From an optimization exercise on the open Yosys and OpenROAD flow, aimed at small area and a short achievable clock period; shortcuts taken in it are not production practice.
At most, simulation tests tie the RTL to the original design; equivalence was not proved.
No functional check of the RTL was part of runs 2 to 4.
Power and IR drop assume default switching activity.

<file path="design/flow/config.mk">
export PLATFORM = sky130hd
export DESIGN_NAME = Kernel
export DESIGN_NICKNAME = Kernel
export VERILOG_FILES = /design/flow/design.v
export SDC_FILE = /design/flow/constraint.sdc
export NUM_CORES = 4
export LEC_CHECK = 0
export CAP_MARGIN = 20
export CORE_MARGIN = 2
export CORE_UTILIZATION = 40
export SLEW_MARGIN = 20
</file>
<file path="design/flow/constraint.sdc">
create_clock -name core_clock -period 3.0 [get_ports {clk}]
set_input_delay 0.6000 -clock core_clock [delete_from_list [all_inputs] [get_ports {clk}]]
set_output_delay 0.6000 -clock core_clock [all_outputs]
set_load 0.01 [all_outputs]
</file>
<file path="design/flow/design.v">
module pg_bit(x, y, p, g);
	input x, y;
	output p, g;
	xor pblock (p, x, y);
	and gblock (g, x, y);
endmodule
module black_cell(g_ik, p_ik, g_k1j, p_k1j, Gij, Pij);
	input g_ik, p_ik, g_k1j, p_k1j;
	output Gij, Pij;
	wire w1;
	and g1 (w1, p_ik, g_k1j);
	or g2 (Gij, g_ik, w1);
	and g3 (Pij, p_ik, p_k1j);
endmodule
module gray_cell(g_ik, p_ik, g_k1j, Gij);
	input g_ik, p_ik, g_k1j;
	output Gij;
	wire w1;
	or g1 (Gij, g_ik, w1);
	and g2 (w1, p_ik, g_k1j);
endmodule
module KS_ADDER(clk, rst_n, a, b, c_in, sum, cout);
input clk, rst_n, c_in;
input [31:0]a;
input [31:0]b;
output reg [31:0]sum;
output reg cout;
reg [31:0]a_reg;  
reg [31:0]b_reg;   
reg c_in_reg;     
wire [31:0]Yout;  
wire cout_p;  
wire [32:0]bitwise_p;
wire [32:0]bitwise_g;
assign bitwise_p[0] = 0;
assign bitwise_g[0] = c_in_reg;
genvar i;
generate for(i = 1; i <= 32; i = i+1) begin : pg_bit_wise
	pg_bit pg_generation (a_reg[i-1], b_reg[i-1], bitwise_p[i], bitwise_g[i]);
	end
endgenerate
wire [31:0]l1p;
wire [31:0]l1g;
genvar l1;
generate for(l1 = 2; l1 <= 31; l1 = l1 + 1) begin : l1b
		black_cell l1bcs (bitwise_g[l1], bitwise_p[l1], bitwise_g[l1-1], bitwise_p[l1-1], l1g[l1], l1p[l1]);
	end
endgenerate 
assign l1p[1] = 1'b0;
assign l1p[0] = 1'b0;
gray_cell l1gray1 (bitwise_g[1], bitwise_p[1], bitwise_g[0], l1g[1]);
buf l1buffer1 (l1g[0], bitwise_g[0]);
wire [31:0]l2p;
wire [31:0]l2g;
genvar l2;
generate for(l2 = 4; l2 <= 31; l2 = l2 + 1) begin : l2b
	black_cell l2bcs (l1g[l2], l1p[l2], l1g[l2-2], l1p[l2-2], l2g[l2], l2p[l2]);
	end
endgenerate
gray_cell l2gray1 (l1g[3], l1p[3], l1g[1], l2g[3]);
gray_cell l2gray2 (l1g[2], l1p[2], l1g[0], l2g[2]);
assign l2p[3] = 1'b0;
assign l2p[2] = 1'b0;
assign l2p[1] = 1'b0;
assign l2p[0] = 1'b0;
assign l2g[0] = l1g[0];
buf l2buffer (l2g[1], l1g[1]);
wire [31:0]l3g;
wire [31:0]l3p;
genvar l3;
generate for(l3 = 8; l3 <= 31; l3 = l3 + 1) begin : l3b
		black_cell l3bcs (l2g[l3], l2p[l3], l2g[l3-4], l2p[l3-4], l3g[l3], l3p[l3]);
	end
endgenerate 
gray_cell l3gray1 (l2g[7], l2p[7], l2g[3], l3g[7]);
gray_cell l3gray2 (l2g[6], l2p[6], l2g[2], l3g[6]);
gray_cell l3gray3 (l2g[5], l2p[5], l2g[1], l3g[5]);
gray_cell l3gray4 (l2g[4], l2p[4], l2g[0], l3g[4]);
assign l3p[7] = 1'b0;
assign l3p[6] = 1'b0;
assign l3p[5] = 1'b0;
assign l3p[4] = 1'b0;
buf l3buffer1 (l3g[3], l2g[3]);
buf l3buffer2 (l3g[2], l2g[2]);
assign l3p[3] = 1'b0;
assign l3p[2] = 1'b0;
assign l3g[1] = l2g[1];
assign l3p[1] = 1'b0;
assign l3g[0] = l2g[0];
assign l3p[0] = 1'b0;
wire [31:0]l4g;
wire [31:0]l4p;
genvar l4;
generate for(l4 = 16; l4 <= 31; l4 = l4 + 1) begin : l4b
		black_cell l4bcs (l3g[l4], l3p[l4], l3g[l4-8], l3p[l4-8], l4g[l4], l4p[l4]);
	end
endgenerate
genvar l4gc;
generate for(l4gc = 8; l4gc <= 15; l4gc = l4gc + 1) begin : l4gcell
		gray_cell l4gcs (l3g[l4gc], l3p[l4gc], l3g[l4gc - 8], l4g[l4gc]);
	end
endgenerate
genvar l4bf;
generate for(l4bf = 4; l4bf <= 7; l4bf = l4bf + 1) begin : buffersl4
		buf l4buffer (l4g[l4bf], l3g[l4bf]);
	end
endgenerate
assign l4g[3] = l3g[3];
assign l4g[2] = l3g[2];
assign l4g[1] = l3g[1];
assign l4g[0] = l3g[0];
assign l4p[15:0] = 16'b0;
wire [31:0]l5g;
genvar l5;
generate for(l5 = 16; l5 <= 31; l5 = l5 + 1) begin : gcs
		gray_cell l5gcs (l4g[l5], l4p[l5], l4g[l5-16], l5g[l5]);
	end
endgenerate
genvar l5bf;
generate for(l5bf = 8; l5bf <= 15; l5bf = l5bf + 1) begin : buffersl5
		buf l5buffer (l5g[l5bf], l4g[l5bf]);
	end
endgenerate
assign l5g[7] = l4g[7];
assign l5g[6] = l4g[6];
assign l5g[5] = l4g[5];
assign l5g[4] = l4g[4];
assign l5g[3] = l4g[3];
assign l5g[2] = l4g[2];
assign l5g[1] = l4g[1];
assign l5g[0] = l4g[0];
wire last1;
and coutG1 (last1, bitwise_p[32], l5g[31]);
or coutG2 (cout_p, bitwise_g[32], last1);
genvar s_out;
generate for(s_out = 0; s_out <=  31; s_out = s_out + 1) begin : summing 
	xor sumready (Yout[s_out], bitwise_p[s_out+1], l5g[s_out]);
	end
endgenerate
always @(posedge clk or negedge rst_n) begin
	if(!rst_n) begin
		a_reg <= 32'b0;
		b_reg <= 32'b0;
		c_in_reg <= 1'b0;
		sum <= 32'b0;
		cout <= 1'b0;
	end
	else begin
		a_reg <= a;
		b_reg <= b;
		c_in_reg <= c_in;
		sum <= Yout;
		cout <= cout_p;
	end
end
endmodule
module multipler(
input clk,
input rst,
input [7:0] A,
input [7:0] B,
output [15:0] Product
    );
wire [3:0]  A_low,A_high,B_low,B_high;
assign A_low = A[3:0];
assign A_high = A[7:4];
assign B_low = B[3:0];
assign B_high = B[7:4];
wire [7:0] Product1,Product2,Product3,Product4;
assign Product1 = A_low * B_low;
assign Product2 = A_high * B_low;
assign Product3 = A_low * B_high;
assign Product4 = A_high * B_high;
reg[7:0] reg_Product1,reg_Product2,reg_Product3,reg_Product4;
wire[8:0] Sum1 = reg_Product2 + reg_Product3;
wire[12:0] Sum1_shift = {Sum1,4'b0};
wire[15:0] Product1_shift,Product4_shift;
assign Product1_shift = {8'b0,reg_Product1};
assign Product4_shift = {reg_Product4,8'b0};
reg[12:0] reg_Sum1_shift;
reg[15:0] reg_Product1_shift,reg_Product4_shift;
wire[15:0] PP1,PP2,PP3;
assign PP1 =reg_Product1_shift;
assign PP2 ={3'b0,reg_Sum1_shift};
assign PP3 =reg_Product4_shift;
wire [15:0] result = PP1 + PP2 + PP3;
reg[15:0] reg_Product;
always @(posedge clk) begin
        if (rst) begin
            reg_Product1        <= 8'b0;
            reg_Product2        <= 8'b0;
            reg_Product3        <= 8'b0;
            reg_Product4        <= 8'b0;
            reg_Sum1_shift  <= 13'b0;
            reg_Product1_shift <= 16'b0;
            reg_Product4_shift    <= 16'b0;
            reg_Product    <= 16'b0;
        end else begin
            reg_Product1 <= Product1;
            reg_Product2 <= Product2;
            reg_Product3 <= Product3;
            reg_Product4 <= Product4;
            reg_Sum1_shift  <= Sum1_shift;
            reg_Product1_shift <= Product1_shift;
            reg_Product4_shift    <= Product4_shift;
            reg_Product <= result;
        end
    end
    assign Product =reg_Product;
endmodule
module MAC(
    input  [7:0]  in1,
    input  [7:0]  h,
    input  [31:0] in2,
    input         rst_n,
    input         clk,
    output [31:0] z_out
);
    wire [15:0] mul_out;
    multipler u_mul (
        .clk(clk),
        .rst(~rst_n),    
        .A(in1),
        .B(h),
        .Product(mul_out)
    );
    wire [31:0] mul_ext = {16'b0, mul_out};
    wire [31:0] sum_wire;
    wire        cout_wire;
    KS_ADDER u_adder (
        .clk(clk),
        .rst_n(rst_n),
        .a(mul_ext),
        .b(in2),
        .c_in(1'b0),
        .sum(sum_wire),
        .cout(cout_wire)
    );
    assign z_out = sum_wire;
endmodule
module dff_c #(
parameter integer N = 8
) (
input clk,
input en,     
input rst_n,  
input [N-1:0] d,
output reg [N-1:0] q
);
always @(posedge clk) begin
	if (!rst_n)	q <= {N{1'b0}};
	else if (en)	q <= d;
end
endmodule
module modified_MAC(
    input  [7:0]  in1,
    input  [7:0]  h,
    input  [31:0] in2,
    input         rst_n,
    input         clk,
    input         slow_en,
    output [31:0] z_out
);
	wire [7:0]in1_wire;
	wire [31:0]z_out_wire;
	dff_c #(.N(8)) d1 (
		.clk(clk),
		.en(slow_en),
		.rst_n(rst_n), 
		.d(in1),
		.q(in1_wire)
	);
	MAC original (
		.in1(in1_wire),
		.h(h),
		.in2(in2),
		.rst_n(rst_n),
		.clk(clk),
		.z_out(z_out_wire)
	);
	dff_c #(.N(32)) d2 (
		.clk(clk),
		.en(slow_en),
		.rst_n(rst_n), 
		.d(z_out_wire),
		.q(z_out)
	);
endmodule
module clk_div6(
    input  clk,
    input  rst_n,
    output reg slow_clk,
    output slow_en       
);
    reg [2:0] cnt;
    assign slow_en = (cnt == 3'd2) && !slow_clk;
    always @(posedge clk or negedge rst_n) begin
        if (!rst_n) begin
            cnt      <= 3'd0;
            slow_clk <= 1'b0;
        end
        else begin
            if (cnt == 3'd2) begin
                cnt      <= 3'd0;
                slow_clk <= ~slow_clk;    
            end
            else begin
                cnt <= cnt + 1'b1;
            end
        end
    end
endmodule
module Kernel(
    input  [7:0] pixel_in,
    input        clk,
    input        rst_n,
    input 	 rst_clk,
    output [31:0] z_out,
    output        slow_clk_out      
);
    wire slow_clk;
    wire slow_en;
    clk_div6 u_div6 (
        .clk(clk),
        .rst_n(rst_clk),
        .slow_clk(slow_clk),
        .slow_en(slow_en)
    );
    assign slow_clk_out = slow_clk;
wire [7:0]h_in[0:8];
	assign h_in[0] = 8'd2;
	assign h_in[1] = 8'd1;
	assign h_in[2] = 8'd2;
	assign h_in[3] = 8'd1;
	assign h_in[4] = 8'd2;
	assign h_in[5] = 8'd1;
	assign h_in[6] = 8'd2;
	assign h_in[7] = 8'd1;
	assign h_in[8] = 8'd2;
wire [31:0]mid_val[0:9];
modified_MAC M1 (
	.in1(pixel_in),
	.h(h_in[0]),
	.in2(32'b0),
	.rst_n(rst_n),
	.clk(clk),
	.slow_en(slow_en),
	.z_out(mid_val[0])
);
genvar m_gen;
generate for(m_gen = 1; m_gen <= 2; m_gen = m_gen + 1) begin : Munits
	 	modified_MAC Mxs (
			.in1(pixel_in),
			.h(h_in[m_gen]),
			.in2(mid_val[m_gen - 1]),
			.rst_n(rst_n),
			.clk(clk),
			.slow_en(slow_en),
			.z_out(mid_val[m_gen])
		);
	end
endgenerate
	wire [31:0]l1b[0:2]; 
	dff_c #(.N(32)) b1l1 (
		.clk(clk),
		.en(slow_en),
		.rst_n(rst_n), 
		.d(mid_val[2]),
		.q(l1b[0])
	);
	dff_c #(.N(32)) b2l1 (
		.clk(clk),
		.en(slow_en),
		.rst_n(rst_n), 
		.d(l1b[0]),
		.q(l1b[1])
	);
	dff_c #(.N(32)) b3l1 (
		.clk(clk),
		.en(slow_en),
		.rst_n(rst_n), 
		.d(l1b[1]),
		.q(l1b[2])
	);	
modified_MAC M4 (
	.in1(pixel_in),
	.h(h_in[3]),
	.in2(l1b[2]),
	.rst_n(rst_n),
	.clk(clk),
	.slow_en(slow_en),
	.z_out(mid_val[3])
);
modified_MAC M5 (
	.in1(pixel_in),
	.h(h_in[4]),
	.in2(mid_val[3]),
	.rst_n(rst_n),
	.clk(clk),
	.slow_en(slow_en),
	.z_out(mid_val[4])
);
modified_MAC M6 (
	.in1(pixel_in),
	.h(h_in[5]),
	.in2(mid_val[4]),
	.rst_n(rst_n),
	.clk(clk),
	.slow_en(slow_en),
	.z_out(mid_val[5])
);
	wire [31:0]l2b[0:2];
	dff_c #(.N(32)) b1l2 (
		.clk(clk),
		.en(slow_en),
		.rst_n(rst_n), 
		.d(mid_val[5]),
		.q(l2b[0])
	);
	dff_c #(.N(32)) b2l2 (
		.clk(clk),
		.en(slow_en),
		.rst_n(rst_n), 
		.d(l2b[0]),
		.q(l2b[1])
	);
	dff_c #(.N(32)) b3l2 (
		.clk(clk),
		.en(slow_en),
		.rst_n(rst_n), 
		.d(l2b[1]),
		.q(l2b[2])
	);
modified_MAC M7 (
	.in1(pixel_in),
	.h(h_in[6]),
	.in2(l2b[2]),
	.rst_n(rst_n),
	.clk(clk),
	.slow_en(slow_en),
	.z_out(mid_val[6])
);
modified_MAC M8 (
	.in1(pixel_in),
	.h(h_in[7]),
	.in2(mid_val[6]),
	.rst_n(rst_n),
	.clk(clk),
	.slow_en(slow_en),
	.z_out(mid_val[7])
);
modified_MAC M9 (
	.in1(pixel_in),
	.h(h_in[8]),
	.in2(mid_val[7]),
	.rst_n(rst_n),
	.clk(clk),
	.slow_en(slow_en),
	.z_out(mid_val[8])
);
assign z_out = mid_val[8];
endmodule
</file>
<file path="design/flow/run.sh">
#!/bin/bash
# synth_recipe.tcl (not shown) runs the flow's synth.tcl, then flattens the netlist and writes it again
# the make line also repeats each setting of config.mk as NAME=value (left out here)
make -C /OpenROAD-flow-scripts/flow DESIGN_CONFIG=/design/flow/config.mk WORK_HOME=/design/flow/orfs CLKGATE_MAP_FILE= SYNTH_SCRIPT=/design/flow/synth_recipe.tcl finish
</file>
==> results_tabular.tex, run 1 <==
\begin{tabular}{lr}
\hline
Metric & Value \\
\hline
\multicolumn{2}{l}{\textbf{Status}} \\
\quad Result of the run & no timing/DRC/antenna violations \\
\multicolumn{2}{l}{\textbf{Min path}} \\
\quad Type of the tightest min-delay check & primary input to async pin \\
\multicolumn{2}{l}{\textbf{STA}} \\
\quad Final cycle utilization of the critical path & 85.4\% \\
\quad RSZ-0062 raised after global routing & false \\
\quad Worst slew margin relative to its limit & 44.6\% \\
\quad Final worst clock skew & 0.00999 ns \\
\quad Top achievable clock speed & 0.391 GHz \\
\quad Final-report max-slew violation count & 0 \\
\quad Final Setup Violations & 0 \\
\quad Accumulated negative setup slack & 0 ns \\
\quad Worst-Margin Slew & 0.828 ns \\
\quad Final period demand of the worst path & 2.56 ns \\
\quad Final Hold Viols & 0 \\
\multicolumn{2}{l}{\textbf{Yosys}} \\
\quad Post-synthesis average cell area & 10.7 um\^{}2 \\
\quad Primary FF master, synth & dfrtp\_1 \\
\quad Synthesized netlist cell count & 1580 \\
\quad YS warnings & 6 \\
\quad Post-synthesis register bit count & 447 \\
\quad Number of synthesized flops with an enable pin & 0 \\
\quad Share of flip-flops with an asynchronous set or reset & 50.3\% \\
\quad Share of synthesized area occupied by flip-flops and latches & 59.5\% \\
\quad Post-synthesis instance area & 16900 um\^{}2 \\
\quad Count of different cell masters after synthesis & 58 \\
\multicolumn{2}{l}{\textbf{Finish}} \\
\quad Largest registers in the final layout & Munits.Mxs.d2.q (20), Munits.Mxs.original.u\_adder.sum (20) \\
\quad Area Overhead vs Synth & 14.4\% \\
\quad Design area & 19400 um\^{}2 \\
\quad Most used cells in the layout excluding fill and tap cells & 420 x nand2\_1, 225 x dfrtp\_1, 222 x dfxtp\_1 \\
\quad Fill count & 3888 \\
\quad Share of layout cells above drive strength 1 & 6.68\% \\
\quad Final nets & 1690 \\
\quad Most frequent standard cell in the layout excluding fill and tap cells & nand2\_1 \\
\quad N\_diodes & 0 \\
\multicolumn{2}{l}{\textbf{Die}} \\
\quad Row count & 75 \\
\quad Chip Width & 210 um \\
\quad Floorplan die area & 44000 um\^{}2 \\
\quad I/O Pins & 44 \\
\quad Height of the chip & 210 um \\
\quad Effective utilization at floorplan & 40.5\% \\
\quad Floorplan Core Area & 41900 um\^{}2 \\
\multicolumn{2}{l}{\textbf{Clock tree}} \\
\quad Bufs on Longest Clock Path & 3 \\
\quad CTS H-tree lvls & 2 \\
\quad Clock latency on the worst-skew pair & 0.56 ns \\
\quad Post-CTS setup-driven buffer insertion count & 0 \\
\quad Number of clock sinks & 447 \\
\quad Hold Buf Count CTS & 1 \\
\quad Clk pin slew, worst setup/hold paths & 0.06 ns \\
\quad Clock tree root driver cell & clkbuf\_16 \\
\quad Total clock buffers created by CTS & 46 \\
\quad TritonCTS clock tree & yes \\
\quad Number of gates resized after CTS & 0 \\
\multicolumn{2}{l}{\textbf{Worst setup path}} \\
\quad Crit path largest cell delay & 0.58 ns \\
\quad Cell depth of the worst flop-to-flop path & 6 \\
\quad Critical-path cell list & fa\_1, a211oi\_1, o21ai\_0, a211oi\_1, nor3\_1, xor2\_1 \\
\quad Cell type of the slowest stage on the worst timing path & dfrtp\_1 \\
\quad Category of the most critical setup path & flop to flop \\
\quad FF-to-FF End & M7.original.u\_adder.sum[13]\$\_DFF\_PN0\_ \\
\quad CP Capture Type & flop \\
\quad FF-to-FF setup slack & 0.44 ns \\
\quad Number of buffers and inverters on the critical path & 0 \\
\quad Data arrival time of the worst path & 2.99 ns \\
\quad Family of cells with the greatest summed delay on the critical path & compound AO/OA/AOI/OAI gates \\
\quad Crit Path Max Fanout & 9 \\
\quad Required @ worst endpoint & 3.43 ns \\
\quad Crit path top cell by count & a211oi\_1 \\
\quad Startpoint Class & flop \\
\quad Worst flop-to-flop path startpoint & M8.original.u\_adder.a\_reg[1]\$\_DFF\_PN0\_ \\
\multicolumn{2}{l}{\textbf{Drt}} \\
\quad Wirelength per Cell & 14.5 um \\
\quad Ratio of routed vias to standard cells & 4.89 \\
\quad First-pass iteration count of the detailed router & 4 \\
\quad Post-route antenna net violation count & 0 \\
\quad Initial drt markers & 590 \\
\quad Wire length after detailed routing & 31700 um \\
\quad Total DRC errors in the routed layout & 0 \\
\quad Number of vias after detailed routing & 10.7k \\
\multicolumn{2}{l}{\textbf{Global routing}} \\
\quad Initial antenna violation count & 0 \\
\quad Vias in the first global route & 10.8k \\
\quad Wire length of the first global-routing pass & 53500 um \\
\quad Maximum number of pins on one net before global-route repair & 104 \\
\quad Aggregate global routing overflow & 0 \\
\quad All-Layer GR Usage & 15.1\% \\
\multicolumn{2}{l}{\textbf{Flow run}} \\
\quad Count of max-cap constraint violations & 0 \\
\multicolumn{2}{l}{\textbf{Power and ir drop}} \\
\quad Power per cell area & 628 nW/um\^{}2 \\
\quad Worst VDD drop & 0.369 mV \\
\quad Leakage power figure & 0.00842 uW \\
\multicolumn{2}{l}{\textbf{Placement}} \\
\quad Routability Congestion & 0.811 \\
\quad IO Port Bufs & 28 \\
\quad Final HPWL from detailed placement & 20000 um \\
\quad DP Area & 17700 um\^{}2 \\
\hline
\end{tabular}
[metrics by stage]
step,hold WS (ns),total power [uW],instances,setup WS (ns),utilization [%]
5_1_grt,0.222,12600,2185,0.289,46.3
3_5_place_dp,0.320,6340,2098,0.462,42.4
2_1_floorplan,0.304,6240,1594,0.688,-
6_report,0.249,12200,2185,0.439,46.3
4_1_cts,0.217,12300,2185,0.455,46.3
3_3_place_gp,0.318,6340,2098,0.499,42.4
[final cells by class]
class                      count  area (um^2)  area share (%)
clock buffer                  74         1480            7.66
clock inverter                12          141           0.730
inverter                      10         37.5           0.194
multi-input combinational   1049         6370            32.9
sequential                   447        10100            52.0
tap                          539          674            3.48
timing repair buffer          54          583            3.01
[power by group]
part	switching, uW	internal, uW
registers	12.0	5990
clock network	2300	3650
logic	129	77.9
[how the worst max path moves through the flow]
stage,startpoint,cells past startpoint,end
after CTS,M8.original.u_adder.a_reg[0]$_DFF_PN0_,7,M6.original.u_adder.sum[12]$_DFF_PN0_
after detailed placement,M8.original.u_adder.a_reg[0]$_DFF_PN0_,7,M6.original.u_adder.sum[10]$_DFF_PN0_
after global routing,M8.original.u_adder.a_reg[1]$_DFF_PN0_,6,M8.original.u_adder.sum[9]$_DFF_PN0_
final,M8.original.u_adder.a_reg[1]$_DFF_PN0_,6,M7.original.u_adder.sum[13]$_DFF_PN0_
after global placement,M8.original.u_adder.a_reg[0]$_DFF_PN0_,7,M6.original.u_adder.sum[10]$_DFF_PN0_
after floorplan,M8.original.u_adder.a_reg[0]$_DFF_PN0_,7,M6.original.u_adder.sum[10]$_DFF_PN0_
[cells in the mapped netlist, types with 6 or more instances]
cell | number | area (um^2)
xor2_1 | 25 | 219
nor2b_1 | 8 | 50.1
nand4_1 | 8 | 50.1
a21boi_1 | 120 | 901
nand3_1 | 8 | 40.0
fa_1 | 8 | 160
o21ai_0 | 27 | 135
ha_1 | 63 | 788
nor2_1 | 46 | 173
a21boi_0 | 83 | 623
dfxtp_1 | 222 | 4440
a21oi_1 | 30 | 150
o2111ai_1 | 8 | 70.1
xnor2_1 | 40 | 350
o21a_1 | 7 | 52.6
and2_1 | 25 | 156
dfrtp_1 | 225 | 5630
nand2_1 | 420 | 1580
clkbuf_1 | 35 | 131
nor3_1 | 7 | 35.0
buf_2 | 20 | 100
a21o_1 | 20 | 150
buf_6 | 12 | 135
inv_1 | 10 | 37.5
a211oi_1 | 18 | 135
buf_1 | 6 | 22.5
buf_4 | 15 | 113
[cell families after synthesis]
family	share of synthesized area, %
simple gates	13.3
fa+ha+maj	5.60
buf+inv	3.19
compound gates	14.9
flops	59.5
mux	0.0591
other cells	0.0221
xor+xnor	3.36
[per-layer routing]
layer / wire (um) / track usage [%]
met5: 0 / 0
met4: 935 / 5.40
met3: 1140 / 3.25
met2: 15200 / 25.7
met1: 14500 / 18.9
==> run 2, diff against run 1 <==
==> design/flow/design.v (replaced) <==
module fa(input a, input b, input c, output s, output co);
    assign s  = a ^ b ^ c;
    assign co = (a & b) | (c & (a ^ b));
endmodule
module Kernel(
    input  [7:0]  pixel_in,
    input         clk,
    input         rst_n,
    input         rst_clk,
    output [31:0] z_out,
    output        slow_clk_out
);
    reg [2:0] j;
    always @(posedge clk or negedge rst_clk) begin
        if (!rst_clk) j <= 3'b000;
        else          j <= {j[1], j[0], ~j[2]};
    end
    assign slow_clk_out = j[2];
    reg slot;                        
    always @(posedge clk) slot <= j[0] & ~j[1];
    reg rst_seen, rst_prev;
    wire seen_nx = ~rst_n | (rst_seen & ~slot);
    wire kill_nx = ~rst_n | rst_seen | (rst_prev & ~slot);    
    always @(posedge clk) begin
        rst_seen <= seen_nx;
        if (slot) rst_prev <= rst_seen | ~rst_n;
    end
    reg [7:0] px;
    reg       px_lo;   
    always @(posedge clk) begin
        px[7:2] <= slot ? pixel_in[7:2] : {2'b00, px[7:4]};
        px[1:0] <= (slot ? pixel_in[1:0] : px[3:2]) & {2{~seen_nx}};
        px_lo   <= px[1] & ~slot & ~seen_nx;
    end
    wire [1:0] x1 = {px[1], px[0]};    
    wire [1:0] x2 = {px[0], px_lo};    
    wire [1:0] out [1:15];
    assign out[15] = x2;
    genvar k;
    generate
        for (k = 14; k >= 1; k = k - 1) begin : tap
            reg  [11:0] dl;
            always @(posedge clk) begin
                dl[9:0]   <= {dl[7:0], out[k+1]};
                dl[11:10] <= dl[9:8] & {2{~kill_nx}};
            end
            wire [1:0] din = dl[11:10];
            wire co;
            if (k == 1 || k == 3 || k == 8 || k == 13) begin : w2
                reg cy;
                wire c0;
                fa f0 (.a(din[0]), .b(x2[0]), .c(cy), .s(out[k][0]), .co(c0));
                fa f1 (.a(din[1]), .b(x2[1]), .c(c0), .s(out[k][1]), .co(co));
                always @(posedge clk) cy <= co;
            end else if (k == 2 || k == 7 || k == 9 || k == 14) begin : w1
                reg cy;
                wire c0;
                fa f0 (.a(din[0]), .b(x1[0]), .c(cy), .s(out[k][0]), .co(c0));
                fa f1 (.a(din[1]), .b(x1[1]), .c(c0), .s(out[k][1]), .co(co));
                always @(posedge clk) cy <= co;
            end else begin : w0
                assign out[k] = din;
            end
        end
    endgenerate
    reg [9:0]  zs;      
    reg [11:0] zr;
    always @(posedge clk) begin
        zs <= {out[1], zs[9:2]};
        if (!rst_n)    zr <= 12'd0;
        else if (slot) zr <= rst_seen ? 12'd0 : {out[1], zs};
    end
    assign z_out = {20'd0, zr};
endmodule
==> run 2 against run 1 <==
Effect of this change:
- still clean
- setup slack improved by 0.58 ns
- sequential share of layout area increased by 12 points
- global-route usage decreased by 4.8 points
- final cell count decreased by 72%
- area after synthesis decreased by 66%
- die area decreased by 65%
- worst hold slack improved by 0.054 ns
- flip-flop and latch count decreased by 234
- clock skew increased by 0.0023 ns
- design area decreased by 65%
- critical path depth decreased by 5
- critical path type is now flop to primary output
- critical endpoint is now z_out[2]
- largest power group unchanged
==> results_tabular.tex, run 2 <==
\begin{tabular}{lr}
\hline
Metric & Value \\
\hline
\multicolumn{2}{l}{\textbf{Status}} \\
\quad Result of the run & no timing/DRC/antenna violations \\
\multicolumn{2}{l}{\textbf{Clock tree}} \\
\quad Clock tree root driver cell & clkbuf\_16 \\
\quad Hold Buf Count CTS & 0 \\
\quad Bufs on Longest Clock Path & 3 \\
\quad CTS H-tree lvls & 1 \\
\quad Total clock buffers created by CTS & 21 \\
\quad Post-CTS setup-driven buffer insertion count & 0 \\
\quad Clock latency on the worst-skew pair & 0.48 ns \\
\quad Number of clock sinks & 213 \\
\quad Number of gates resized after CTS & 0 \\
\quad TritonCTS clock tree & yes \\
\quad Clk pin slew, worst setup/hold paths & 0.06 ns \\
\multicolumn{2}{l}{\textbf{Finish}} \\
\quad Number of flip-flops in the largest register & 168 \\
\quad Fill count & 1185 \\
\quad Largest registers in the final layout & tap.dl (168), zr (12), zs (10) \\
\quad N\_diodes & 0 \\
\quad Share of layout cells above drive strength 1 & 15.0\% \\
\quad Area Overhead vs Synth & 17.8\% \\
\quad Most frequent standard cell in the layout excluding fill and tap cells & dfxtp\_1 \\
\quad Post-route core utilization & 48.3\% \\
\quad Area occupied by registers & 4290 um\^{}2 \\
\quad Multi-input gate area in the final layout & 1060 um\^{}2 \\
\quad Most used cells in the layout excluding fill and tap cells & 209 x dfxtp\_1, 47 x inv\_1, 23 x clkdlybuf4s50\_1 \\
\quad Register name with the most flops & tap.dl \\
\quad Final nets & 455 \\
\multicolumn{2}{l}{\textbf{Yosys}} \\
\quad Count leader, synth & dfxtp\_1 \\
\quad Share of flip-flops with an asynchronous set or reset & 1.41\% \\
\quad Primary FF master, synth & dfxtp\_1 \\
\quad Synthesized netlist cell count & 391 \\
\quad Yosys top cell by area & dfxtp\_1 \\
\quad Post-synthesis register bit count & 213 \\
\quad Proportion of netlist area held by the largest area contributor & 73.2\% \\
\quad Count of different cell masters after synthesis & 27 \\
\quad Share of synthesized area occupied by flip-flops and latches & 75.0\% \\
\quad Post-synthesis instance area & 5720 um\^{}2 \\
\quad Post-synthesis average cell area & 14.6 um\^{}2 \\
\quad Top cell types by occurrence after synthesis & 209 x dfxtp\_1, 47 x inv\_1, 23 x buf\_4 \\
\quad Number of synthesized flops with an enable pin & 1 \\
\quad YS warnings & 1 \\
\quad Area contributors post-synth & dfxtp\_1 73\%, fa\_1 5.6\%, nor3b\_2 4.4\%, inv\_1 3.1\%, buf\_4 3.0\% \\
\multicolumn{2}{l}{\textbf{Drt}} \\
\quad First-pass iteration count of the detailed router & 4 \\
\quad Initial drt markers & 119 \\
\quad Wirelength per Cell & 11.6 um \\
\quad Ratio of routed vias to standard cells & 4.03 \\
\quad Total DRC errors in the routed layout & 0 \\
\quad Wire length after detailed routing & 7200 um \\
\quad Number of vias after detailed routing & 2502 \\
\quad Post-route antenna net violation count & 0 \\
\multicolumn{2}{l}{\textbf{Die}} \\
\quad Chip Width & 124 um \\
\quad Row count & 43 \\
\quad Effective utilization at floorplan & 41.0\% \\
\quad Floorplan Core Area & 13900 um\^{}2 \\
\quad Floorplan die area & 15300 um\^{}2 \\
\quad Height of the chip & 124 um \\
\quad I/O Pins & 44 \\
\multicolumn{2}{l}{\textbf{STA}} \\
\quad Final Hold Viols & 0 \\
\quad Top achievable clock speed & 0.506 GHz \\
\quad Accumulated negative setup slack & 0 ns \\
\quad Final worst clock skew & 0.0123 ns \\
\quad RSZ-0062 raised after global routing & false \\
\quad Final Setup Violations & 0 \\
\quad Final cycle utilization of the critical path & 65.9\% \\
\quad Final period demand of the worst path & 1.98 ns \\
\quad Worst hold slack after final layout & 0.304 ns \\
\quad Final-report max-slew violation count & 0 \\
\multicolumn{2}{l}{\textbf{Worst setup path}} \\
\quad Crit path largest cell delay & 0.56 ns \\
\quad Family of cells with the greatest summed delay on the critical path & buffers and inverters \\
\quad CP Capture Type & primary output \\
\quad Number of buffers and inverters on the critical path & 1 \\
\quad Category of the most critical setup path & flop to primary output \\
\quad Cell type of the slowest stage on the worst timing path & clkdlybuf4s50\_1 \\
\quad Startpoint Class & flop \\
\quad Data arrival time of the worst path & 1.38 ns \\
\quad Crit Path Max Fanout & 2 \\
\quad Required @ worst endpoint & 2.40 ns \\
\quad Critical-path cell list & clkdlybuf4s50\_1 \\
\multicolumn{2}{l}{\textbf{Global routing}} \\
\quad Most utilized layer in the global route result & met2 \\
\quad Met3 track demand over resource in global routing & 2.79\% \\
\quad Initial antenna violation count & 0 \\
\quad Vias in the first global route & 2646 \\
\quad M1 GR Usage & 13.6\% \\
\quad Aggregate global routing overflow & 0 \\
\quad Wire length of the first global-routing pass & 12400 um \\
\quad All-Layer GR Usage & 10.3\% \\
\quad Maximum number of pins on one net before global-route repair & 29 \\
\quad Fraction of met2 tracks used by global routing & 16.1\% \\
\multicolumn{2}{l}{\textbf{Placement}} \\
\quad Routability Congestion & 0.712 \\
\quad Final HPWL from detailed placement & 4370 um \\
\quad IO Port Bufs & 23 \\
\multicolumn{2}{l}{\textbf{Power and ir drop}} \\
\quad Leakage power figure & 0.00264 uW \\
\quad Power per cell area & 822 nW/um\^{}2 \\
\quad Worst VDD drop & 0.372 mV \\
\multicolumn{2}{l}{\textbf{Flow run}} \\
\quad Count of max-cap constraint violations & 0 \\
\multicolumn{2}{l}{\textbf{Min path}} \\
\quad Type of the tightest min-delay check & primary input to async pin \\
\hline
\end{tabular}
-- run 2: changes by cell type after synthesis, sizes merged, moves of 26 or more --
cell and change:
a21boi -203, inv +37, xnor2 -40, ha -63
nand2 -419, nor2 -46, nor3b +26, dfrtp -222
a21oi -30, clkbuf -32
-- run 2: logic make-up after synthesis --
| group | count (synthesis) | share of synthesized area (%) |
|---|---|---|
| flops | 213 | 75.0 |
| buf+inv | 80 | 7.70 |
| simple gates | 62 | 9.47 |
| fa+ha+maj | 16 | 5.60 |
| compound gates | 15 | 1.38 |
| mux | 4 | 0.788 |
| other cells | 1 | 0.0656 |
-- run 2: worst reg2reg max path, stage by stage, from the launching register on --
cell and delay, ns:
dfxtp_1 0.38, inv_1 0.23, fa_1 0.49, fa_1 0.55, inv_1 0.04
-- run 2: worst paths after layout --
| kind | start | to | slack [ns] | cells past startpoint |
|---|---|---|---|---|
| setup / recovery | zr[2]$_SDFFE_PN0P_ | z_out[2] | 1.02 | 1 |
| hold / removal | rst_clk | j[2]$_DFF_PN0_ | 0.30 | 1 |
| setup reg to reg | px[0]$_DFF_P_ | tap[1].dl[1]$_DFF_P_ | 1.22 | 4 |
| hold reg to reg | tap[10].dl[7]$_DFF_P_ | tap[10].dl[9]$_DFF_P_ | 0.31 | 0 |
| max in group asynchronous | rst_clk | j[1]$_DFF_PN0_ | 2.56 | 1 |
| min in group core_clock | tap[10].dl[7]$_DFF_P_ | tap[10].dl[9]$_DFF_P_ | 0.31 | 0 |
-- run 2: per-stage QoR --
stage	cell area (um^2)	power, uW	setup WS, ns	instances
after global routing	6740	5730	0.992	621
after detailed placement	6020	2960	1.05	585
after CTS	6740	5600	1.00	621
after global placement	6020	2960	1.10	585
final	6740	5540	1.02	621
after floorplan	5790	2960	1.35	410
-- run 2: cell type report --
class	instances	share of cell area (%)
Tap cell	180	3.34
Multi-Input combinational cell	117	15.8
Inverter	47	2.62
Sequential cell	213	63.7
Clock inverter	8	1.80
Timing Repair Buffer	28	3.98
Clock buffer	28	8.79
-- run 2: power breakdown --
part / switching [uW] / internal (uW)
clock network: 999 / 1640
registers: 7.24 / 2860
logic: 18.9 / 13.6
total: 1030 / 4510
-- run 2: routing by layer --
| metal | part of all wire (%) | wire length, um | up-vias |
|---|---|---|---|
| met5 | 0 | 0 | - |
| met4 | 2.4 | 176 | 0 |
| met3 | 4.5 | 326 | 20 |
| met2 | 45 | 3240 | 34 |
| met1 | 48 | 3460 | 1218 |
| li1 | - | - | 1230 |
==> run 3, diff against run 2 <==
==> design/flow/flow/run.sh (new file) <==
#!/bin/bash
set -euo pipefail
bash standard.sh \
  "CTS_ARGS=-sink_clustering_enable -repair_clock_nets -dont_use_dummy_load -buf_list sky130_fd_sc_hd__clkbuf_8" \
  "BUFFER_PORTS_ARGS=-buffer_cell sky130_fd_sc_hd__buf_2" \
  SKIP_REPAIR_TIE_FANOUT=1 \
  finish > flow.log 2>&1
==> design/flow/standard.sh (new file) <==
#!/bin/bash
# synth_recipe.tcl (not shown) runs the flow's synth.tcl, then flattens the netlist and writes it again
# the make line also repeats each setting of config.mk as NAME=value (left out here)
make -C /OpenROAD-flow-scripts/flow DESIGN_CONFIG=/design/flow/config.mk WORK_HOME=/design/flow/orfs CLKGATE_MAP_FILE= SYNTH_SCRIPT=/design/flow/synth_recipe.tcl "${@:-finish}"
--- a/design/flow/config.mk
+++ b/design/flow/config.mk
@@ -9,3 +9,4 @@
 export CORE_MARGIN = 2
 export CORE_UTILIZATION = 40
+export SETUP_SLACK_MARGIN = 1.5
 export SLEW_MARGIN = 20
removed: design/flow/run.sh
==> run 3 against run 2 <==
Effect of this change:
- still clean
- count of clock-buffer cells in the layout is 3 higher
- area after synthesis stayed put
- maximum frequency is 23% higher
- critical path depth stayed put
- global-route usage is 0.34 points lower
- synthesized cell count stayed put
- final cell count is 3.9% lower
- sequential share of layout area is 3.7 points higher
- worst hold slack better by 0.0014 ns
- largest power group unchanged
==> results_tabular.tex, run 3 <==
\begin{tabular}{lr}
\hline
Metric & Value \\
\hline
\multicolumn{2}{l}{\textbf{STA}} \\
\quad Worst slew margin relative to its limit & 66.5\% \\
\quad Final-report max-slew violation count & 0 \\
\quad Final worst clock skew & 0.0183 ns \\
\quad Final Hold Viols & 0 \\
\quad Worst-Margin Slew & 0.503 ns \\
\quad Final period demand of the worst path & 1.61 ns \\
\quad Setup ws final & 1.39 ns \\
\quad Final Setup Violations & 0 \\
\quad RSZ-0062 raised after global routing & true \\
\quad Final cycle utilization of the critical path & 53.7\% \\
\quad Top achievable clock speed & 0.621 GHz \\
\quad Accumulated negative setup slack & 0 ns \\
\multicolumn{2}{l}{\textbf{Drt}} \\
\quad Wire length after detailed routing & 6880 um \\
\quad Post-route antenna net violation count & 0 \\
\quad Ratio of routed vias to standard cells & 4.12 \\
\quad Initial drt markers & 64 \\
\quad First-pass iteration count of the detailed router & 4 \\
\quad Total DRC errors in the routed layout & 0 \\
\quad Number of vias after detailed routing & 2461 \\
\quad Wirelength per Cell & 11.5 um \\
\multicolumn{2}{l}{\textbf{Yosys}} \\
\quad Yosys top cell by area & dfxtp\_1 \\
\quad Share of synthesized area occupied by flip-flops and latches & 75.0\% \\
\quad Top cell types by occurrence after synthesis & 209 x dfxtp\_1, 47 x inv\_1, 23 x buf\_4 \\
\quad Synthesized netlist cell count & 391 \\
\quad Count of different cell masters after synthesis & 27 \\
\quad Number of synthesized flops with an enable pin & 1 \\
\quad Share of flip-flops with an asynchronous set or reset & 1.41\% \\
\quad Post-synthesis instance area & 5720 um\^{}2 \\
\quad Primary FF master, synth & dfxtp\_1 \\
\quad Proportion of netlist area held by the largest area contributor & 73.2\% \\
\quad YS warnings & 1 \\
\quad Count leader, synth & dfxtp\_1 \\
\quad Area contributors post-synth & dfxtp\_1 73\%, fa\_1 5.6\%, nor3b\_2 4.4\%, inv\_1 3.1\%, buf\_4 3.0\% \\
\quad Post-synthesis register bit count & 213 \\
\quad Post-synthesis average cell area & 14.6 um\^{}2 \\
\multicolumn{2}{l}{\textbf{Finish}} \\
\quad Most used cells in the layout excluding fill and tap cells & 194 x dfxtp\_1, 45 x inv\_1, 31 x clkbuf\_8 \\
\quad Share of layout cells above drive strength 1 & 26.6\% \\
\quad Fill count & 1201 \\
\quad Number of flip-flops in the largest register & 168 \\
\quad N\_diodes & 0 \\
\quad Register name with the most flops & tap.dl \\
\quad Largest registers in the final layout & tap.dl (168), zr (12), zs (10) \\
\quad Final nets & 446 \\
\quad Area Overhead vs Synth & 11.9\% \\
\quad Most frequent standard cell in the layout excluding fill and tap cells & dfxtp\_1 \\
\multicolumn{2}{l}{\textbf{Clock tree}} \\
\quad Number of clock sinks & 213 \\
\quad Clock latency on the worst-skew pair & 0.51 ns \\
\quad TritonCTS clock tree & yes \\
\quad Total clock buffers created by CTS & 31 \\
\quad Clk pin slew, worst setup/hold paths & 0.05 ns \\
\quad Bufs on Longest Clock Path & 3 \\
\quad CTS H-tree lvls & 1 \\
\quad Clock tree root driver cell & clkbuf\_8 \\
\multicolumn{2}{l}{\textbf{Flow run}} \\
\quad Count of max-cap constraint violations & 0 \\
\multicolumn{2}{l}{\textbf{Min path}} \\
\quad Type of the tightest min-delay check & primary input to flop \\
\multicolumn{2}{l}{\textbf{Placement}} \\
\quad Routability Congestion & 0.716 \\
\quad IO Port Bufs & 23 \\
\quad Final HPWL from detailed placement & 4010 um \\
\quad Place WS & 1.04 ns \\
\multicolumn{2}{l}{\textbf{Die}} \\
\quad Floorplan Core Area & 13900 um\^{}2 \\
\quad Floorplan die area & 15300 um\^{}2 \\
\quad I/O Pins & 44 \\
\quad Height of the chip & 124 um \\
\quad Row count & 43 \\
\quad Effective utilization at floorplan & 41.0\% \\
\quad Chip Width & 124 um \\
\multicolumn{2}{l}{\textbf{Worst setup path}} \\
\quad Crit path largest cell delay & 0.38 ns \\
\quad Category of the most critical setup path & flop to primary output \\
\quad Required @ worst endpoint & 2.40 ns \\
\quad Data arrival time of the worst path & 1.01 ns \\
\quad Startpoint Class & flop \\
\quad Cell type of the slowest stage on the worst timing path & dfrtp\_1 \\
\quad Family of cells with the greatest summed delay on the critical path & flip-flops \\
\quad CP Capture Type & primary output \\
\quad Critical-path cell list & buf\_2 \\
\quad Crit Path Max Fanout & 2 \\
\quad Number of buffers and inverters on the critical path & 1 \\
\multicolumn{2}{l}{\textbf{Power and ir drop}} \\
\quad Worst VDD drop & 0.392 mV \\
\quad Leakage power figure & 0.00251 uW \\
\quad Power per cell area & 727 nW/um\^{}2 \\
\multicolumn{2}{l}{\textbf{Global routing}} \\
\quad Initial antenna violation count & 0 \\
\quad All-Layer GR Usage & 9.91\% \\
\quad Vias in the first global route & 2604 \\
\quad Aggregate global routing overflow & 0 \\
\quad Wire length of the first global-routing pass & 12000 um \\
\quad Maximum number of pins on one net before global-route repair & 32 \\
\multicolumn{2}{l}{\textbf{Status}} \\
\quad Result of the run & no timing/DRC/antenna violations \\
\hline
\end{tabular}
==> run 3: cell counts after synthesis <==
Identical to the previous run, type by type.
==> run 3: area by class of cell <==
cell class                      instances  area [um^2]  area share, %
Sequential cell                       213         4310           67.4
Multi-Input combinational cell         98         1020           15.9
Clock buffer                           31          427           6.67
Timing Repair Buffer                   28          230           3.60
Tap cell                              180          225           3.52
Inverter                               47          186           2.91
==> run 3: repair_timing <==
action,4_1_cts,5_1_grt
setup buffers,2,0
hold buffers,1,0
cloned,0,0
endpoints found under the setup margin,52,18
resized for setup,35,2
hold endpoints to repair,3,0
pin swaps,8,8
==> run 3: cells by family (layout without fill, tap and decap cells) <==
logic type               count (synthesis)  after routing  share of synthesized area (%)
flip-flops                             213            213                           75.0
buffers and inverters                   80            106                           7.70
AND/OR/NAND/NOR                         62             62                           9.47
adder cells (fa/ha/maj)                 16             16                           5.60
AO/OA/AOI/OAI                           15             15                           1.38
multiplexers                             4              4                          0.788
other                                    1              1                         0.0656
==> run 3: per-stage QoR <==
step / hold WS [ns] / area (um^2) / utilization [%] / instances / total power [uW]
floorplan: 0.304 / 5730 / - / 391 / 2960
global placement: 0.310 / 5830 / 41.8 / 563 / 2950
detailed placement: 0.312 / 5830 / 41.8 / 563 / 2950
CTS: 0.277 / 6390 / 45.9 / 597 / 4730
global route: 0.283 / 6400 / 45.9 / 597 / 4870
finish: 0.305 / 6400 / 45.9 / 597 / 4650
==> run 3: final timing paths <==
| kind | from | slack, ns | to | cells past startpoint |
|---|---|---|---|---|
| setup reg to reg | px_lo$_DFF_P_ | 1.53 | tap[7].dl[1]$_DFF_P_ | 4 |
| min in group asynchronous | rst_clk | 0.43 | j[1]$_DFF_PN0_ | 2 |
| hold reg to reg | tap[1].dl[4]$_DFF_P_ | 0.32 | tap[1].dl[6]$_DFF_P_ | 0 |
| hold / removal | pixel_in[6] | 0.30 | px[6]$_SDFF_PN0_ | 2 |
| max in group asynchronous | rst_clk | 2.47 | j[0]$_DFF_PN0_ | 2 |
| setup / recovery | j[2]$_DFF_PN0_ | 1.39 | slow_clk_out | 1 |
==> run 3: layer usage <==
metal | vias up | GRT usage [%] | routed length (um)
met2 | 35 | 16.1 | 3260
met3 | 18 | 2.66 | 276
li1 | 1214 | - | -
met4 | 0 | 4.69 | 186
met1 | 1194 | 12.3 | 3150
met5 | - | 0 | 0
==> run 3: power breakdown <==
group | internal [uW] | switching [uW] | total (uW)
registers | 2860 | 6.35 | 2870
clock network | 906 | 857 | 1760
logic | 6.63 | 18.8 | 25.4
==> run 4, diff against run 3 <==
==> design/flow/flow/run.sh (replaced) <==
#!/bin/bash
set -euo pipefail
bash standard.sh \
  "CTS_ARGS=-sink_clustering_enable -repair_clock_nets -dont_use_dummy_load -buf_list sky130_fd_sc_hd__clkbuf_8" \
  "BUFFER_PORTS_ARGS=-buffer_cell sky130_fd_sc_hd__buf_2" \
  finish > flow.log 2>&1
==> run 4 against run 3 <==
Effect of this change:
- via count increased by 1.4%
- critical path depth unchanged
- die area did not move
- still clean on timing, DRC and antenna
- flip-flop and latch count unchanged
- clock skew is 0.0044 ns lower
- highest routed layer unchanged
==> results_tabular.tex, run 4 <==
\begin{tabular}{lr}
\hline
Metric & Value \\
\hline
\multicolumn{2}{l}{\textbf{Status}} \\
\quad Result of the run & no timing/DRC/antenna violations \\
\multicolumn{2}{l}{\textbf{Yosys}} \\
\quad Count of different cell masters after synthesis & 27 \\
\quad Post-synthesis register bit count & 213 \\
\quad Share of synthesized area occupied by flip-flops and latches & 75.0\% \\
\quad Count leader, synth & dfxtp\_1 \\
\quad YS warnings & 1 \\
\quad Post-synthesis average cell area & 14.6 um\^{}2 \\
\quad Share of flip-flops with an asynchronous set or reset & 1.41\% \\
\quad Yosys top cell by area & dfxtp\_1 \\
\quad Number of synthesized flops with an enable pin & 1 \\
\quad Post-synthesis instance area & 5720 um\^{}2 \\
\quad Proportion of netlist area held by the largest area contributor & 73.2\% \\
\quad Area contributors post-synth & dfxtp\_1 73\%, fa\_1 5.6\%, nor3b\_2 4.4\%, inv\_1 3.1\%, buf\_4 3.0\% \\
\quad Synthesized netlist cell count & 391 \\
\quad Primary FF master, synth & dfxtp\_1 \\
\quad Top cell types by occurrence after synthesis & 209 x dfxtp\_1, 47 x inv\_1, 23 x buf\_4 \\
\multicolumn{2}{l}{\textbf{Drt}} \\
\quad Wirelength per Cell & 10.9 um \\
\quad Ratio of routed vias to standard cells & 4.03 \\
\quad Number of vias after detailed routing & 2495 \\
\quad First-pass iteration count of the detailed router & 3 \\
\quad Initial drt markers & 55 \\
\quad Total DRC errors in the routed layout & 0 \\
\quad Wire length after detailed routing & 6780 um \\
\quad Post-route antenna net violation count & 0 \\
\multicolumn{2}{l}{\textbf{Worst setup path}} \\
\quad Startpoint Class & flop \\
\quad FF-to-FF setup slack & 1.51 ns \\
\quad Category of the most critical setup path & flop to primary output \\
\quad Worst setup path start & j[2]\$\_DFF\_PN0\_ \\
\quad Crit path largest cell delay & 0.38 ns \\
\quad FF-to-FF End & tap[8].dl[1]\$\_DFF\_P\_ \\
\quad Crit Path Max Fanout & 2 \\
\quad Number of buffers and inverters on the critical path & 1 \\
\quad Cell type of the slowest stage on the worst timing path & dfrtp\_1 \\
\quad Family of cells with the greatest summed delay on the critical path & flip-flops \\
\quad Required @ worst endpoint & 2.40 ns \\
\quad Critical-path cell list & buf\_2 \\
\quad CP Capture Type & primary output \\
\quad Cell depth of the worst flop-to-flop path & 4 \\
\quad Worst flop-to-flop path startpoint & px[0]\$\_DFF\_P\_ \\
\quad Data arrival time of the worst path & 1.02 ns \\
\multicolumn{2}{l}{\textbf{Min path}} \\
\quad Type of the tightest min-delay check & primary input to flop \\
\quad End point of the worst hold path & px[6]\$\_SDFF\_PN0\_ \\
\quad Hold path startpoint & pixel\_in[6] \\
\quad Worst hold stages & 2 \\
\multicolumn{2}{l}{\textbf{Finish}} \\
\quad Design area & 6500 um\^{}2 \\
\quad Register name with the most flops & tap.dl \\
\quad Share of layout cells above drive strength 1 & 26.0\% \\
\quad Post-route core utilization & 46.6\% \\
\quad Area Overhead vs Synth & 13.7\% \\
\quad N\_diodes & 0 \\
\quad Largest registers in the final layout & tap.dl (168), zr (12), zs (10) \\
\quad Most used cells in the layout excluding fill and tap cells & 194 x dfxtp\_1, 45 x inv\_1, 31 x clkbuf\_8 \\
\quad Final nets & 468 \\
\quad Most frequent standard cell in the layout excluding fill and tap cells & dfxtp\_1 \\
\quad Final non-filler cell total & 619 \\
\quad Number of flip-flops in the largest register & 168 \\
\multicolumn{2}{l}{\textbf{Clock tree}} \\
\quad Number of clock sinks & 213 \\
\quad Clk pin slew, worst setup/hold paths & 0.05 ns \\
\quad CTS H-tree lvls & 1 \\
\quad Bufs on Longest Clock Path & 3 \\
\quad Total clock buffers created by CTS & 31 \\
\quad Clock tree root driver cell & clkbuf\_8 \\
\quad TritonCTS clock tree & yes \\
\quad Clock latency on the worst-skew pair & 0.50 ns \\
\multicolumn{2}{l}{\textbf{Global routing}} \\
\quad All-Layer GR Usage & 9.64\% \\
\quad Wire length of the first global-routing pass & 11700 um \\
\quad Aggregate global routing overflow & 0 \\
\quad Vias in the first global route & 2646 \\
\quad Initial antenna violation count & 0 \\
\quad Maximum number of pins on one net before global-route repair & 32 \\
\multicolumn{2}{l}{\textbf{Die}} \\
\quad Floorplan die area & 15300 um\^{}2 \\
\quad Chip Width & 124 um \\
\quad Effective utilization at floorplan & 41.0\% \\
\quad Floorplan Core Area & 13900 um\^{}2 \\
\quad Row count & 43 \\
\quad I/O Pins & 44 \\
\quad Height of the chip & 124 um \\
\multicolumn{2}{l}{\textbf{STA}} \\
\quad Final worst clock skew & 0.0139 ns \\
\quad Accumulated negative setup slack & 0 ns \\
\quad Final Hold Viols & 0 \\
\quad Top achievable clock speed & 0.618 GHz \\
\quad Final cycle utilization of the critical path & 53.9\% \\
\quad Final Setup Violations & 0 \\
\quad RSZ-0062 raised after global routing & true \\
\quad Worst-Margin Slew & 0.505 ns \\
\quad Worst slew margin relative to its limit & 66.4\% \\
\quad Setup ws final & 1.38 ns \\
\quad Final-report max-slew violation count & 0 \\
\quad Final period demand of the worst path & 1.62 ns \\
\multicolumn{2}{l}{\textbf{Power and ir drop}} \\
\quad Leakage power figure & 0.00259 uW \\
\quad Power per cell area & 715 nW/um\^{}2 \\
\quad Worst VDD drop & 0.291 mV \\
\multicolumn{2}{l}{\textbf{Placement}} \\
\quad Final HPWL from detailed placement & 3990 um \\
\quad Place WS & 1.07 ns \\
\quad IO Port Bufs & 23 \\
\quad Placed Instances & 582 \\
\quad DP Area & 5900 um\^{}2 \\
\quad Routability Congestion & 0.719 \\
\multicolumn{2}{l}{\textbf{Flow run}} \\
\quad Count of max-cap constraint violations & 0 \\
\hline
\end{tabular}
==> run 4: cell counts after synthesis <==
No cell type changed its count.
==> run 4: metrics by stage <==
step / hold slack (ns) / total power, uW
floorplan: 0.304 / 2960
global placement: 0.310 / 2950
detailed placement: 0.312 / 2950
CTS: 0.270 / 4730
global route: 0.277 / 4860
finish: 0.306 / 4650
==> run 4: area by class of cell <==
type	count	area, um^2
clock buffer	31	427
fill	1232	7430
sequential	213	4310
tap	180	225
inverter	47	194
timing repair buffer	31	253
multi-input combinational	117	1090
==> run 4: per-layer routing <==
layer | GRT usage (%) | up-vias | wire length (um)
met5 | 0 | - | 0
met4 | 4.33 | 0 | 131
met3 | 2.84 | 15 | 355
met2 | 15.4 | 42 | 3170
met1 | 12.1 | 1195 | 3120
li1 | - | 1243 | -
==> run 4: worst max path at each step <==
stage          slack [ns]                     to  depth (start not counted)
2_1_floorplan        1.48  tap[12].dl[1]$_DFF_P_                          4
3_3_place_gp         1.11     rst_prev$_DFFE_PP_                          2
3_5_place_dp         1.07          px[1]$_DFF_P_                          3
4_1_cts              1.34           slow_clk_out                          1
5_1_grt              1.33           slow_clk_out                          1
6_report             1.38           slow_clk_out                          1
==> run 4: where the power goes <==
part,switching [uW],internal (uW),leakage [uW]
Combinational,19.1,6.64,0.000620
Clock,852,905,0.000223
Sequential,6.42,2860,0.00175
Total,878,3770,0.00259
==> run 4: timing repair <==
item / 4_1_cts / 5_1_grt
setup buffers: 2 / 3
setup endpoints to repair: 53 / 20
endpoints found under the hold margin: 3 / 0
hold buffers: 1 / 0
pin swaps: 8 / 10
gates resized for setup: 36 / 3
==> run 4: kinds of logic after synthesis <==
family | after synthesis | synth area share (%)
adder cells (fa/ha/maj) | 16 | 5.60
other | 1 | 0.0656
flip-flops | 213 | 75.0
AO/OA/AOI/OAI | 15 | 1.38
buffers and inverters | 80 | 7.70
multiplexers | 4 | 0.788
AND/OR/NAND/NOR | 62 | 9.47
==> run 5, diff against run 4 <==
--- a/design/flow/design.v
+++ b/design/flow/design.v
@@ -11,28 +11,34 @@
     output        slow_clk_out
 );
-    reg [2:0] j;
+    reg [1:0] cnt;
+    reg       s;
     always @(posedge clk or negedge rst_clk) begin
-        if (!rst_clk) j <= 3'b000;
-        else          j <= {j[1], j[0], ~j[2]};
+        if (!rst_clk) begin
+            cnt <= 2'd0;
+            s   <= 1'b0;
+        end else if (cnt == 2'd2) begin
+            cnt <= 2'd0;
+            s   <= ~s;
+        end else begin
+            cnt <= cnt + 2'd1;
+        end
     end
-    assign slow_clk_out = j[2];
-    reg slot;                        
-    always @(posedge clk) slot <= j[0] & ~j[1];
+    assign slow_clk_out = s;
+    wire slot = (cnt == 2'd2) & ~s;    
     reg rst_seen, rst_prev;
-    wire seen_nx = ~rst_n | (rst_seen & ~slot);
-    wire kill_nx = ~rst_n | rst_seen | (rst_prev & ~slot);    
     always @(posedge clk) begin
-        rst_seen <= seen_nx;
+        rst_seen <= ~rst_n | (rst_seen & ~slot);
         if (slot) rst_prev <= rst_seen | ~rst_n;
     end
+    wire kill = rst_seen | rst_prev;
     reg [7:0] px;
     reg       px_lo;   
     always @(posedge clk) begin
-        px[7:2] <= slot ? pixel_in[7:2] : {2'b00, px[7:4]};
-        px[1:0] <= (slot ? pixel_in[1:0] : px[3:2]) & {2{~seen_nx}};
-        px_lo   <= px[1] & ~slot & ~seen_nx;
+        if (slot) px <= pixel_in;
+        else      px <= {2'b00, px[7:2]};
+        px_lo <= px[1] & ~slot;
     end
-    wire [1:0] x1 = {px[1], px[0]};    
-    wire [1:0] x2 = {px[0], px_lo};    
+    wire [1:0] x1 = {px[1], px[0]} & {2{~rst_seen}};    
+    wire [1:0] x2 = {px[0], px_lo} & {2{~rst_seen}};    
     wire [1:0] out [1:15];
     assign out[15] = x2;
@@ -41,9 +47,6 @@
         for (k = 14; k >= 1; k = k - 1) begin : tap
             reg  [11:0] dl;
-            always @(posedge clk) begin
-                dl[9:0]   <= {dl[7:0], out[k+1]};
-                dl[11:10] <= dl[9:8] & {2{~kill_nx}};
-            end
-            wire [1:0] din = dl[11:10];
+            always @(posedge clk) dl <= {dl[9:0], out[k+1]};
+            wire [1:0] din = dl[11:10] & {2{~kill}};
             wire co;
             if (k == 1 || k == 3 || k == 8 || k == 13) begin : w2
==> design/flow/run.sh (new file) <==
#!/bin/bash
# synth_recipe.tcl (not shown) runs the flow's synth.tcl, then flattens the netlist and writes it again
# the make line also repeats each setting of config.mk as NAME=value (left out here)
make -C /OpenROAD-flow-scripts/flow DESIGN_CONFIG=/design/flow/config.mk WORK_HOME=/design/flow/orfs CLKGATE_MAP_FILE= SYNTH_SCRIPT=/design/flow/synth_recipe.tcl finish
--- a/design/flow/config.mk
+++ b/design/flow/config.mk
@@ -9,4 +9,3 @@
 export CORE_MARGIN = 2
 export CORE_UTILIZATION = 40
-export SETUP_SLACK_MARGIN = 1.5
 export SLEW_MARGIN = 20
removed: design/flow/flow/run.sh
removed: design/flow/standard.sh
==> run 5 against run 4 <==
Effect of this change:
- final cell count shrank 3.4%
- design area is essentially flat
- critical path depth grew 7
- still clean on timing, DRC and antenna
- via count shrank 7.4%
- register-to-register slack lost 0.72 ns
- global-route usage is essentially flat
- die area shrank 4.0%
- maximum frequency shrank 27%
- clock power grew 38%
==> results_tabular.tex, run 5 <==
\begin{tabular}{lr}
\hline
Metric & Value \\
\hline
\multicolumn{2}{l}{\textbf{Worst setup path}} \\
\quad Required @ worst endpoint & 3.36 ns \\
\quad Category of the most critical setup path & flop to flop \\
\quad Family of cells with the greatest summed delay on the critical path & adder cells \\
\quad FF-to-FF setup slack & 0.79 ns \\
\quad Crit path largest cell delay & 0.47 ns \\
\quad Crit path top cell by count & fa\_1 \\
\quad Startpoint Class & flop \\
\quad Critical-path cell list & nor2\_2, buf\_4, nand2\_1, fa\_1, inv\_1, fa\_1, nand3b\_1, mux2i\_1 \\
\quad Number of buffers and inverters on the critical path & 2 \\
\quad Cell type of the slowest stage on the worst timing path & dfxtp\_1 \\
\quad FF-to-FF End & zr[11]\$\_SDFFE\_PN0P\_ \\
\quad Data arrival time of the worst path & 2.57 ns \\
\quad Crit Path Max Fanout & 28 \\
\quad Worst flop-to-flop path startpoint & rst\_seen\$\_DFF\_P\_ \\
\quad CP Capture Type & flop \\
\quad Cell depth of the worst flop-to-flop path & 8 \\
\multicolumn{2}{l}{\textbf{Die}} \\
\quad Floorplan Core Area & 13300 um\^{}2 \\
\quad Row count & 42 \\
\quad Height of the chip & 121 um \\
\quad Floorplan die area & 14700 um\^{}2 \\
\quad Chip Width & 121 um \\
\quad Effective utilization at floorplan & 41.2\% \\
\quad I/O Pins & 44 \\
\multicolumn{2}{l}{\textbf{Drt}} \\
\quad Wirelength per Cell & 10.7 um \\
\quad Post-route antenna net violation count & 0 \\
\quad Total DRC errors in the routed layout & 0 \\
\quad Highest metal layer used by the detailed router & met4 \\
\quad Number of vias after detailed routing & 2311 \\
\quad Wire length after detailed routing & 6420 um \\
\quad First-pass iteration count of the detailed router & 2 \\
\quad Initial drt markers & 93 \\
\quad Wire length on met1 & 3300 um \\
\quad Ratio of routed vias to standard cells & 3.86 \\
\quad DR WL met3 & 276 um \\
\quad Met2 WL & 2580 um \\
\multicolumn{2}{l}{\textbf{Finish}} \\
\quad Most frequent standard cell in the layout excluding fill and tap cells & dfxtp\_1 \\
\quad Final nets & 434 \\
\quad Most used cells in the layout excluding fill and tap cells & 208 x dfxtp\_1, 25 x inv\_1, 23 x and2\_1, 23 x clkdlybuf4s50\_1, 21 x clkbuf\_16 \\
\quad Area Overhead vs Synth & 18.7\% \\
\quad Share of layout cells above drive strength 1 & 11.8\% \\
\quad Register name with the most flops & tap.dl \\
\quad Largest registers in the final layout & tap.dl (168), zr (12), zs (10) \\
\quad N\_diodes & 0 \\
\quad Number of flip-flops in the largest register & 168 \\
\quad Post-route core utilization & 48.9\% \\
\multicolumn{2}{l}{\textbf{Global routing}} \\
\quad Wire length of the first global-routing pass & 11200 um \\
\quad All-Layer GR Usage & 9.63\% \\
\quad Aggregate global routing overflow & 0 \\
\quad Initial antenna violation count & 0 \\
\quad Maximum number of pins on one net before global-route repair & 29 \\
\quad Vias in the first global route & 2317 \\
\multicolumn{2}{l}{\textbf{Clock tree}} \\
\quad Total clock buffers created by CTS & 21 \\
\quad Post-CTS setup-driven buffer insertion count & 0 \\
\quad Bufs on Longest Clock Path & 3 \\
\quad TritonCTS clock tree & yes \\
\quad Number of gates resized after CTS & 0 \\
\quad Hold Buf Count CTS & 0 \\
\quad Clock tree root driver cell & clkbuf\_16 \\
\quad Clock latency on the worst-skew pair & 0.48 ns \\
\quad CTS H-tree lvls & 1 \\
\quad Number of clock sinks & 212 \\
\quad Clk pin slew, worst setup/hold paths & 0.06 ns \\
\multicolumn{2}{l}{\textbf{Yosys}} \\
\quad Count leader, synth & dfxtp\_1 \\
\quad Proportion of netlist area held by the largest area contributor & 76.0\% \\
\quad YS warnings & 1 \\
\quad Synthesized netlist cell count & 366 \\
\quad Post-synthesis instance area & 5480 um\^{}2 \\
\quad Post-synthesis register bit count & 212 \\
\quad Post-synthesis average cell area & 15.0 um\^{}2 \\
\quad Yosys top cell by area & dfxtp\_1 \\
\quad Area contributors post-synth & dfxtp\_1 76\%, fa\_1 5.8\%, buf\_4 2.7\%, and2\_1 2.6\%, mux2i\_1 2.2\% \\
\quad Number of synthesized flops with an enable pin & 1 \\
\quad Share of synthesized area occupied by flip-flops and latches & 77.9\% \\
\quad Primary FF master, synth & dfxtp\_1 \\
\quad Count of different cell masters after synthesis & 26 \\
\quad Share of flip-flops with an asynchronous set or reset & 1.42\% \\
\quad Top cell types by occurrence after synthesis & 208 x dfxtp\_1, 25 x inv\_1, 23 x and2\_1 \\
\multicolumn{2}{l}{\textbf{Power and ir drop}} \\
\quad Portion of total power attributed to the clock network & 45.7\% \\
\quad Internal power of the cells & 4300 uW \\
\quad Leakage power figure & 0.00267 uW \\
\quad Sw Share & 19.2\% \\
\quad Worst VDD drop & 0.378 mV \\
\quad Power per cell area & 819 nW/um\^{}2 \\
\quad Seq pwr share & 53.7\% \\
\quad Proportion of power drawn by combinational gates & 0.6\% \\
\quad Power Total & 5330 uW \\
\quad Switching component of the power & 1020 uW \\
\multicolumn{2}{l}{\textbf{Min path}} \\
\quad Type of the tightest min-delay check & primary input to async pin \\
\multicolumn{2}{l}{\textbf{STA}} \\
\quad Final Setup Violations & 0 \\
\quad Worst slew margin relative to its limit & 63.5\% \\
\quad Final cycle utilization of the critical path & 73.5\% \\
\quad Final worst clock skew & 0.00810 ns \\
\quad Final-report max-slew violation count & 0 \\
\quad Final Hold Viols & 0 \\
\quad Final period demand of the worst path & 2.21 ns \\
\quad RSZ-0062 raised after global routing & false \\
\quad Top achievable clock speed & 0.453 GHz \\
\quad Worst-Margin Slew & 0.548 ns \\
\quad Accumulated negative setup slack & 0 ns \\
\multicolumn{2}{l}{\textbf{Flow run}} \\
\quad Count of max-cap constraint violations & 0 \\
\multicolumn{2}{l}{\textbf{Placement}} \\
\quad IO Port Bufs & 23 \\
\quad Final HPWL from detailed placement & 3740 um \\
\quad Routability Congestion & 0.679 \\
\multicolumn{2}{l}{\textbf{Status}} \\
\quad Result of the run & no timing/DRC/antenna violations \\
\hline
\end{tabular}
==> run 5: cell count changes after synthesis, moves of 2 or more <==
cell      previous run  this run
and2_1               2        23
buf_12               2         0
buf_4               23        20
clkbuf_1             1         3
clkbuf_2             2         0
inv_1               47        25
mux2_4               0         3
mux2i_1              0        12
nand2_1              1        20
nand2b_1            14         0
nor2b_1              1         4
nor3b_1              8         0
nor3b_2             20         0
o21ai_0             13         1
==> run 5: layout make-up <==
class / count / area [um^2]
Fill cell: 1123 / 6790
Sequential cell: 212 / 4270
Multi-Input combinational cell: 120 / 987
Clock buffer: 28 / 612
Timing Repair Buffer: 27 / 260
Tap cell: 176 / 220
Inverter: 25 / 93.8
Clock inverter: 10 / 63.8
==> run 5: how the worst max path moves through the flow <==
stage | startpoint | endpoint | slack [ns] | depth (start not counted)
after floorplan | rst_seen$_DFF_P_ | zr[11]$_SDFFE_PN0P_ | 1.03 | 8
after global placement | rst_seen$_DFF_P_ | zr[11]$_SDFFE_PN0P_ | 0.84 | 8
after detailed placement | rst_seen$_DFF_P_ | zr[11]$_SDFFE_PN0P_ | 0.78 | 8
after CTS | rst_seen$_DFF_P_ | zr[11]$_SDFFE_PN0P_ | 0.77 | 8
after global routing | rst_seen$_DFF_P_ | zr[11]$_SDFFE_PN0P_ | 0.59 | 8
final | rst_seen$_DFF_P_ | zr[11]$_SDFFE_PN0P_ | 0.79 | 8
==> run 5: power by group through the flow <==
stage / Clock, uW / Combinational [uW] / Sequential (uW)
2_1_floorplan: 0 / 37.7 / 2920
3_3_place_gp: 0 / 32.6 / 2920
3_5_place_dp: 0 / 33.2 / 2920
4_1_cts: 2510 / 33.3 / 2860
5_1_grt: 2640 / 37.0 / 2860
6_report: 2430 / 33.4 / 2860
==> run 5: logic make-up (layout without fill, tap and decap cells) <==
family,count (synthesis),after routing,share of synthesized area (%)
muxes,18,18,3.63
buffers and inverters,53,90,5.41
AOI/OAI and AO/OA,1,1,0.0912
DFF,212,212,77.9
other,1,20,0.0684
xor gates and xnor gates,1,1,0.160
and+or+nand+nor,64,64,6.92
adders and majority gates,16,16,5.84
==> run 5: per-stage QoR <==
step / instance area, um^2 / std cells / hold WS, ns / setup WS (ns)
6_report: 6510 / 598 / 0.304 / 0.794
4_1_cts: 6510 / 598 / 0.289 / 0.775
2_1_floorplan: 5550 / 385 / 0.304 / 1.03
5_1_grt: 6510 / 598 / 0.303 / 0.594
3_5_place_dp: 5830 / 560 / 0.312 / 0.780
3_3_place_gp: 5830 / 560 / 0.310 / 0.838
==> run 5: layer usage <==
metal,up-vias,GRT usage (%)
met3,19,2.77
met1,1099,13.9
met5,-,0
li1,1157,-
met2,36,13.1
met4,0,4.87
==> run 5: worst register-to-register path, cell delays in order (launching register included) <==
cell and delay (ns):
dfxtp_1 0.47, nor2_2 0.17, buf_4 0.27, nand2_1 0.12, fa_1 0.39, inv_1 0.08
fa_1 0.44, nand3b_1 0.10, mux2i_1 0.07

re-timing with driven ports:
In the flow no input, the clock included, has a driving cell. The finished layouts below were timed again as built, in two steps. Step 1, drivers: a clkbuf_16 drives clk and a buf_2 each remaining input, both assumed. Step 2 adds t to the input delays and takes it off the output delays; t is the mean of the earliest and latest rising clock arrival at the registers after step 1. Input paths then give back, and output paths get back, about the clock's delay inside the block. a / b / c = ideal / step 1 / step 2; a / b = the first two.
| run | t, ns | slack for setup (ns) | hold slack, ns | worst slew at a driven data input, ns |
|---|---|---|---|---|
| run 1 | 0.604 | 0.439 / 0.439 / 0.439 | 0.249 / 0.220 / 0.323 | 0.03 |
| run 2 | 0.512 | 1.023 / 0.985 / 1.067 | 0.304 / 0.292 / 0.314 | 0.03 |
| run 3 | 0.535 | 1.390 / 1.357 / 1.335 | 0.305 / 0.293 / 0.317 | 0.03 |
| run 4 | 0.530 | 1.382 / 1.349 / 1.358 | 0.306 / 0.294 / 0.311 | 0.03 |
| run 5 | 0.512 | 0.794 / 0.794 / 0.794 | 0.304 / 0.291 / 0.321 | 0.03 |
After both steps every run listed still meets setup and hold. The setup slack of run 3, which loses most, moves by -0.033 ns with the drivers and by -0.055 ns with both steps.
